This design comes from an exercise in tuning for small area and a short achievable clock period on the open sky130 flow, not from production work.

==> try-indigo: inputs <==
## matrix_accelerator
module matrix_accelerator(
    input  wire        clk,
    input  wire        rst,
    input  wire        load_weight,
    input  wire [31:0] activation_in,
    output wire [95:0] result_out
);
    wire [31:0] skewed;
    skew_buffer skew_unit (
        .clk(clk),
        .rst(rst),
        .raw_input(activation_in),
        .skewed_output(skewed)
    );
    reg valid;
    always @(posedge clk or posedge rst)
        if (rst)              valid <= 1'b0;
        else if (load_weight) valid <= 1'b1;
    wire [31:0] in_n = {load_weight ? activation_in[31:8] : skewed[31:8],
                        activation_in[7:0]};
    systolic_array array_core (
        .clk(clk),
        .rst(rst),
        .load_weight(load_weight),
        .hold(load_weight | ~valid),
        .in_n(in_n),
        .in_m(skewed),   
        .out_e(result_out)
    );
endmodule
Settings: LEC_CHECK=0, CAP_MARGIN=20, CORE_MARGIN=2, CORE_UTILIZATION=40, CTS_BUF_LIST=sky130_fd_sc_hd__clkbuf_4 sky130_fd_sc_hd__clkbuf_8, SETUP_SLACK_MARGIN=3.0, SLEW_MARGIN=20, SYNTH_HIERARCHICAL=1, SYNTH_MINIMUM_KEEP_SIZE=0; clock period 8.0 ns.
run.sh (not shown) runs the stock make flow with config.mk's settings and CLKGATE_MAP_FILE= SYNTH_SCRIPT=/design/flow/synth_recipe.tcl, a recipe that flattens the netlist after the stock synthesis.
==> inputs of try-yarrow, as changes to try-indigo <==
CTS_BUF_LIST = default   (was sky130_fd_sc_hd__clkbuf_4 sky130_fd_sc_hd__clkbuf_8)
==> qor summary <==
quantity	try-yarrow	try-indigo
Arrival time of the worst setup path	5.47 ns	5.58 ns
Origin of the critical flop-to-flop path	skew_unit.d2_2[3]$_DFF_PP0_	skew_unit.d1_1[3]$_DFF_PP0_
Area growth from synthesis to layout	9.47%	9.28%
Routed met2 length	55900 µm	56300 µm
Final layout net count	6128	6156
Post-route minimum period	4.93 ns	4.90 ns
Transition time at the pin with the least slew margin	0.905 ns	0.898 ns
Setup slack, reg-to-reg	3.20 ns	3.21 ns
Highest Clock Rate	203 MHz	204 MHz
Outcome	timing/DRC/antenna clean	timing/DRC/antenna clean
Quantity of gates resized following cts	19	9
No run of this note included a check of the RTL's function; only the layout flow was run.


==> violet <==
Another version of the RTL of matrix_accelerator (not shown whole).
Settings: LEC_CHECK=0, CAP_MARGIN=20, CORE_MARGIN=2, CORE_UTILIZATION=40, SETUP_SLACK_MARGIN=3.5, SLEW_MARGIN=20, SYNTH_HIERARCHICAL=1, SYNTH_MINIMUM_KEEP_SIZE=0; clock period 8.0 ns.
==> inputs of raven, as changes to violet <==
--- a/flow/design.v
+++ b/flow/design.v
@@ -13,21 +13,24 @@
     input  wire [(WI>0?WI:1)-1:0] in_w,
     output wire [7:0]           out_s,
     output reg  [WO-1:0]        out_e
 );
     reg  [7:0]    weight_reg;
-    wire [WO-1:0] d;         
+    wire [WO-1:0] sum;
+    wire [WO-1:0] w_ext;
     generate
         if (WI == 0) begin : C0
-            mac_0_16 mac (.a(in_m), .b(weight_reg), .hold(hold), .rst(rst), .d(d));
+            assign w_ext = {WO{1'b0}};
+            mac_0_16 mac (.a(in_m), .b(weight_reg), .y(sum));
         end else begin : CJ
+            assign w_ext = {{(WO-WI){in_w[WI-1]}}, in_w};
             if (WI == 16)
-                mac_16_17 mac (.a(in_m), .b(weight_reg), .e(in_w), .hold(hold), .rst(rst), .d(d));
+                mac_16_17 mac (.a(in_m), .b(weight_reg), .e(in_w), .y(sum));
             else if (WO == 17)
-                mac_17_17 mac (.a(in_m), .b(weight_reg), .e(in_w), .hold(hold), .rst(rst), .d(d));
+                mac_17_17 mac (.a(in_m), .b(weight_reg), .e(in_w), .y(sum));
             else
-                mac_17_18 mac (.a(in_m), .b(weight_reg), .e(in_w), .hold(hold), .rst(rst), .d(d));
+                mac_17_18 mac (.a(in_m), .b(weight_reg), .e(in_w), .y(sum));
         end
     endgenerate
     generate
         if (SOUTH) begin : S
             reg [7:0] q;
@@ -40,18 +43,18 @@
         end
     endgenerate
     always @(posedge clk)
         if (load_weight) weight_reg <= in_n;
     always @(posedge clk)
-        out_e <= d;
+        if (rst)       out_e <= {WO{1'b0}};
+        else if (hold) out_e <= w_ext;
+        else           out_e <= sum;
 endmodule
 module mac_0_16 (
     input  wire [7:0] a,
     input  wire [7:0] b,
-    input  wire hold,
-    input  wire rst,
-    output wire [15:0] d
+    output wire [15:0] y
 );
     wire t0 = a[0] & b[0];
     wire t1 = a[0] & b[1];
     wire t2 = a[0] & b[2];
     wire t3 = a[0] & b[3];
@@ -199,21 +202,17 @@
     csa_fa ut144 (.a(t103), .b(t122), .c(t121), .s(t144), .co(t145));
     wire t146, t147;
     csa_fa ut146 (.a(t55), .b(t62), .c(t123), .s(t146), .co(t147));
     wire [15:0] ra = {1'b1, t63, t146, t144, t142, t140, t138, t136, t134, t132, t130, t128, t126, t16, t1, t0};
     wire [15:0] rb = {1'b0, t147, t145, t143, t141, t139, t137, t135, t133, t131, t129, t127, t125, t124, t8, 1'b0};
-    wire [15:0] y = ra + rb;
-    wire [15:0] e_ext = 16'd0;
-    assign d = rst ? 16'd0 : hold ? e_ext : y;
+    assign y = ra + rb;
 endmodule
 module mac_16_17 (
     input  wire [7:0] a,
     input  wire [7:0] b,
     input  wire [15:0] e,
-    input  wire hold,
-    input  wire rst,
-    output wire [16:0] d
+    output wire [16:0] y
 );
     wire t0 = a[0] & b[0];
     wire t1 = a[0] & b[1];
     wire t2 = a[0] & b[2];
     wire t3 = a[0] & b[3];
@@ -390,21 +389,17 @@
     csa_fa ut173 (.a(t124), .b(t147), .c(t146), .s(t173), .co(t174));
     wire t175, t176;
     csa_fa ut175 (.a(t63), .b(e[14]), .c(t148), .s(t175), .co(t176));
     wire [16:0] ra = {1'b1, t64, t175, t173, t171, t169, t167, t165, t163, t161, t159, t157, t155, t153, t151, e[1], t0};
     wire [16:0] rb = {1'b0, t176, t174, t172, t170, t168, t166, t164, t162, t160, t158, t156, t154, t152, t150, t149, e[0]};
-    wire [16:0] y = ra + rb;
-    wire [16:0] e_ext = {{1{e[15]}}, e};
-    assign d = rst ? 17'd0 : hold ? e_ext : y;
+    assign y = ra + rb;
 endmodule
 module mac_17_17 (
     input  wire [7:0] a,
     input  wire [7:0] b,
     input  wire [16:0] e,
-    input  wire hold,
-    input  wire rst,
-    output wire [16:0] d
+    output wire [16:0] y
 );
     wire t0 = a[0] & b[0];
     wire t1 = a[0] & b[1];
     wire t2 = a[0] & b[2];
     wire t3 = a[0] & b[3];
@@ -582,21 +577,17 @@
     wire t175, t176;
     csa_fa ut175 (.a(t63), .b(e[14]), .c(t148), .s(t175), .co(t176));
     wire t177 = ~e[15];
     wire [16:0] ra = {t64, t177, t175, t173, t171, t169, t167, t165, t163, t161, t159, t157, t155, t153, t151, e[1], t0};
     wire [16:0] rb = {e[15], t176, t174, t172, t170, t168, t166, t164, t162, t160, t158, t156, t154, t152, t150, t149, e[0]};
-    wire [16:0] y = ra + rb;
-    wire [16:0] e_ext = {{0{e[16]}}, e};
-    assign d = rst ? 17'd0 : hold ? e_ext : y;
+    assign y = ra + rb;
 endmodule
 module mac_17_18 (
     input  wire [7:0] a,
     input  wire [7:0] b,
     input  wire [16:0] e,
-    input  wire hold,
-    input  wire rst,
-    output wire [17:0] d
+    output wire [17:0] y
 );
     wire t0 = a[0] & b[0];
     wire t1 = a[0] & b[1];
     wire t2 = a[0] & b[2];
     wire t3 = a[0] & b[3];
@@ -774,13 +765,11 @@
     wire t175, t176;
     csa_fa ut175 (.a(t63), .b(e[14]), .c(t148), .s(t175), .co(t176));
     wire t177 = ~e[15];
     wire [17:0] ra = {1'b1, t64, t177, t175, t173, t171, t169, t167, t165, t163, t161, t159, t157, t155, t153, t151, e[1], t0};
     wire [17:0] rb = {1'b0, e[15], t176, t174, t172, t170, t168, t166, t164, t162, t160, t158, t156, t154, t152, t150, t149, e[0]};
-    wire [17:0] y = ra + rb;
-    wire [17:0] e_ext = {{1{e[16]}}, e};
-    assign d = rst ? 18'd0 : hold ? e_ext : y;
+    assign y = ra + rb;
 endmodule
 module csa_fa (input wire a, input wire b, input wire c, output wire s, output wire co);
     assign s  = a ^ b ^ c;
     assign co = (a & b) | (a & c) | (b & c);
 endmodule
--- a/flow/config.mk
+++ b/flow/config.mk
@@ -6,9 +6,9 @@
 export NUM_CORES = 4
 export LEC_CHECK = 0
 export CAP_MARGIN = 20
 export CORE_MARGIN = 2
 export CORE_UTILIZATION = 40
-export SETUP_SLACK_MARGIN = 3.5
+export SETUP_SLACK_MARGIN = 4.0
 export SLEW_MARGIN = 20
 export SYNTH_HIERARCHICAL = 1
 export SYNTH_MINIMUM_KEEP_SIZE = 0
==> inputs of garnet, as changes to violet <==
--- a/flow/design.v
+++ b/flow/design.v
@@ -13,21 +13,24 @@
     input  wire [(WI>0?WI:1)-1:0] in_w,
     output wire [7:0]           out_s,
     output reg  [WO-1:0]        out_e
 );
     reg  [7:0]    weight_reg;
-    wire [WO-1:0] d;         
+    wire [WO-1:0] sum;
+    wire [WO-1:0] w_ext;
     generate
         if (WI == 0) begin : C0
-            mac_0_16 mac (.a(in_m), .b(weight_reg), .hold(hold), .rst(rst), .d(d));
+            assign w_ext = {WO{1'b0}};
+            mac_0_16 mac (.a(in_m), .b(weight_reg), .y(sum));
         end else begin : CJ
+            assign w_ext = {{(WO-WI){in_w[WI-1]}}, in_w};
             if (WI == 16)
-                mac_16_17 mac (.a(in_m), .b(weight_reg), .e(in_w), .hold(hold), .rst(rst), .d(d));
+                mac_16_17 mac (.a(in_m), .b(weight_reg), .e(in_w), .y(sum));
             else if (WO == 17)
-                mac_17_17 mac (.a(in_m), .b(weight_reg), .e(in_w), .hold(hold), .rst(rst), .d(d));
+                mac_17_17 mac (.a(in_m), .b(weight_reg), .e(in_w), .y(sum));
             else
-                mac_17_18 mac (.a(in_m), .b(weight_reg), .e(in_w), .hold(hold), .rst(rst), .d(d));
+                mac_17_18 mac (.a(in_m), .b(weight_reg), .e(in_w), .y(sum));
         end
     endgenerate
     generate
         if (SOUTH) begin : S
             reg [7:0] q;
@@ -40,18 +43,18 @@
         end
     endgenerate
     always @(posedge clk)
         if (load_weight) weight_reg <= in_n;
     always @(posedge clk)
-        out_e <= d;
+        if (rst)       out_e <= {WO{1'b0}};
+        else if (hold) out_e <= w_ext;
+        else           out_e <= sum;
 endmodule
 module mac_0_16 (
     input  wire [7:0] a,
     input  wire [7:0] b,
-    input  wire hold,
-    input  wire rst,
-    output wire [15:0] d
+    output wire [15:0] y
 );
     wire t0 = a[0] & b[0];
     wire t1 = a[0] & b[1];
     wire t2 = a[0] & b[2];
     wire t3 = a[0] & b[3];
@@ -199,21 +202,17 @@
     csa_fa ut144 (.a(t103), .b(t122), .c(t121), .s(t144), .co(t145));
     wire t146, t147;
     csa_fa ut146 (.a(t55), .b(t62), .c(t123), .s(t146), .co(t147));
     wire [15:0] ra = {1'b1, t63, t146, t144, t142, t140, t138, t136, t134, t132, t130, t128, t126, t16, t1, t0};
     wire [15:0] rb = {1'b0, t147, t145, t143, t141, t139, t137, t135, t133, t131, t129, t127, t125, t124, t8, 1'b0};
-    wire [15:0] y = ra + rb;
-    wire [15:0] e_ext = 16'd0;
-    assign d = rst ? 16'd0 : hold ? e_ext : y;
+    assign y = ra + rb;
 endmodule
 module mac_16_17 (
     input  wire [7:0] a,
     input  wire [7:0] b,
     input  wire [15:0] e,
-    input  wire hold,
-    input  wire rst,
-    output wire [16:0] d
+    output wire [16:0] y
 );
     wire t0 = a[0] & b[0];
     wire t1 = a[0] & b[1];
     wire t2 = a[0] & b[2];
     wire t3 = a[0] & b[3];
@@ -390,21 +389,17 @@
     csa_fa ut173 (.a(t124), .b(t147), .c(t146), .s(t173), .co(t174));
     wire t175, t176;
     csa_fa ut175 (.a(t63), .b(e[14]), .c(t148), .s(t175), .co(t176));
     wire [16:0] ra = {1'b1, t64, t175, t173, t171, t169, t167, t165, t163, t161, t159, t157, t155, t153, t151, e[1], t0};
     wire [16:0] rb = {1'b0, t176, t174, t172, t170, t168, t166, t164, t162, t160, t158, t156, t154, t152, t150, t149, e[0]};
-    wire [16:0] y = ra + rb;
-    wire [16:0] e_ext = {{1{e[15]}}, e};
-    assign d = rst ? 17'd0 : hold ? e_ext : y;
+    assign y = ra + rb;
 endmodule
 module mac_17_17 (
     input  wire [7:0] a,
     input  wire [7:0] b,
     input  wire [16:0] e,
-    input  wire hold,
-    input  wire rst,
-    output wire [16:0] d
+    output wire [16:0] y
 );
     wire t0 = a[0] & b[0];
     wire t1 = a[0] & b[1];
     wire t2 = a[0] & b[2];
     wire t3 = a[0] & b[3];
@@ -582,21 +577,17 @@
     wire t175, t176;
     csa_fa ut175 (.a(t63), .b(e[14]), .c(t148), .s(t175), .co(t176));
     wire t177 = ~e[15];
     wire [16:0] ra = {t64, t177, t175, t173, t171, t169, t167, t165, t163, t161, t159, t157, t155, t153, t151, e[1], t0};
     wire [16:0] rb = {e[15], t176, t174, t172, t170, t168, t166, t164, t162, t160, t158, t156, t154, t152, t150, t149, e[0]};
-    wire [16:0] y = ra + rb;
-    wire [16:0] e_ext = {{0{e[16]}}, e};
-    assign d = rst ? 17'd0 : hold ? e_ext : y;
+    assign y = ra + rb;
 endmodule
 module mac_17_18 (
     input  wire [7:0] a,
     input  wire [7:0] b,
     input  wire [16:0] e,
-    input  wire hold,
-    input  wire rst,
-    output wire [17:0] d
+    output wire [17:0] y
 );
     wire t0 = a[0] & b[0];
     wire t1 = a[0] & b[1];
     wire t2 = a[0] & b[2];
     wire t3 = a[0] & b[3];
@@ -774,13 +765,11 @@
     wire t175, t176;
     csa_fa ut175 (.a(t63), .b(e[14]), .c(t148), .s(t175), .co(t176));
     wire t177 = ~e[15];
     wire [17:0] ra = {1'b1, t64, t177, t175, t173, t171, t169, t167, t165, t163, t161, t159, t157, t155, t153, t151, e[1], t0};
     wire [17:0] rb = {1'b0, e[15], t176, t174, t172, t170, t168, t166, t164, t162, t160, t158, t156, t154, t152, t150, t149, e[0]};
-    wire [17:0] y = ra + rb;
-    wire [17:0] e_ext = {{1{e[16]}}, e};
-    assign d = rst ? 18'd0 : hold ? e_ext : y;
+    assign y = ra + rb;
 endmodule
 module csa_fa (input wire a, input wire b, input wire c, output wire s, output wire co);
     assign s  = a ^ b ^ c;
     assign co = (a & b) | (a & c) | (b & c);
 endmodule
==> flow/config.mk (replaced) <==
export PLATFORM = sky130hd
export DESIGN_NAME = matrix_accelerator
export DESIGN_NICKNAME = matrix_accelerator
export VERILOG_FILES = /design/flow/design.v
export SDC_FILE = /design/flow/constraint.sdc
export NUM_CORES = 4
export LEC_CHECK = 0
export ABC_AREA = 1
export CAP_MARGIN = 20
export CORE_MARGIN = 2
export CORE_UTILIZATION = 40
export SETUP_SLACK_MARGIN = 3.0
export SLEW_MARGIN = 20
export SYNTH_HIERARCHICAL = 1
export SYNTH_MINIMUM_KEEP_SIZE = 0
==> run notes <==
Shortest period the worst path allows: raven 4470 ps; violet 4500 ps; garnet 4600 ps
Signal arrival time at the worst endpoint: raven 4990 ps; violet 5030 ps; garnet 5160 ps
Final critical-path share of the clock period: raven 0.559; violet 0.562; garnet 0.575
Max transition margin: raven 0.299; violet 0.343; garnet 0.319
Global routing usage on met2: raven 0.327; violet 0.315; garnet 0.344
Total cell area at the placement stage: raven 0.0548 mm2; violet 0.0542 mm2; garnet 0.0592 mm2
Worst reg2reg setup slack: raven 3590 ps; violet 3500 ps; garnet 3740 ps
Data required time at the worst endpoint: raven 8520 ps; violet 8530 ps; garnet 8560 ps
Detail Placement HPWL: raven 91800 um; violet 94100 um; garnet 108000 um
Core Util, Final: raven 0.507; violet 0.460; garnet 0.435
Setup fix buffers added after clock tree synthesis: raven 400; violet 29; garnet 0
Outcome: raven finished clean; violet finished clean; garnet finished clean
Post-route clock skew: raven 30.7 ps; violet 22.2 ps; garnet 59.8 ps
Design area: raven 0.0655 mm2; violet 0.0585 mm2; garnet 0.0616 mm2
Non-clock buffer contribution to total cell area: raven 0.0865; violet 0.0394; garnet 0.0223
Mean Syn Cell Area: raven 11.0 um2; violet 10.6 um2; garnet 7.53 um2
Number of cells produced by synthesis: raven 4744; violet 4828; garnet 7595
No run of this note included a check of the RTL's function; only the layout flow was run.

[afterwards: timing with drivers on the ports]
In the flow no input, the clock included, has a driving cell. The finished layouts below were timed again as built, in two steps.
Step 1 (the two cells are an assumption about what drives the block):
set clk [get_ports {clk}]
set_driving_cell -lib_cell sky130_fd_sc_hd__clkbuf_16 $clk
set_driving_cell -lib_cell sky130_fd_sc_hd__buf_2 [delete_from_list [all_inputs] $clk]
Step 2, shift: input delay + t, output delay - t, t = (earliest + latest rising clock arrival at the registers) / 2. This alone moves slack from input paths to output paths.
a / b / c = ideal ports / drivers / drivers and shift; a / b = the first two.
| run | t (ns) | setup slack, ns | worst setup path after step 2 | latest minus earliest clock arrival (ns) |
|---|---|---|---|---|
| try-indigo | 0.873 | 3.099 / 3.151 / 2.279 | input to register | 0.065 / 0.065 |
| try-yarrow | 0.718 | 3.073 / 3.124 / 2.406 | input to register | 0.048 / 0.048 |
| violet | 0.716 | 3.503 / 3.503 / 2.865 | input to register | 0.027 / 0.027 |
| raven | 0.718 | 3.528 / 3.553 / 2.834 | input to register | 0.036 / 0.035 |
| garnet | 0.734 | 3.400 / 3.440 / 2.706 | input to register | 0.061 / 0.061 |
After both steps setup and hold are still met in every run listed. For try-indigo, which loses most, drivers alone change the setup slack by +0.052 ns; drivers and shift together by -0.820 ns.
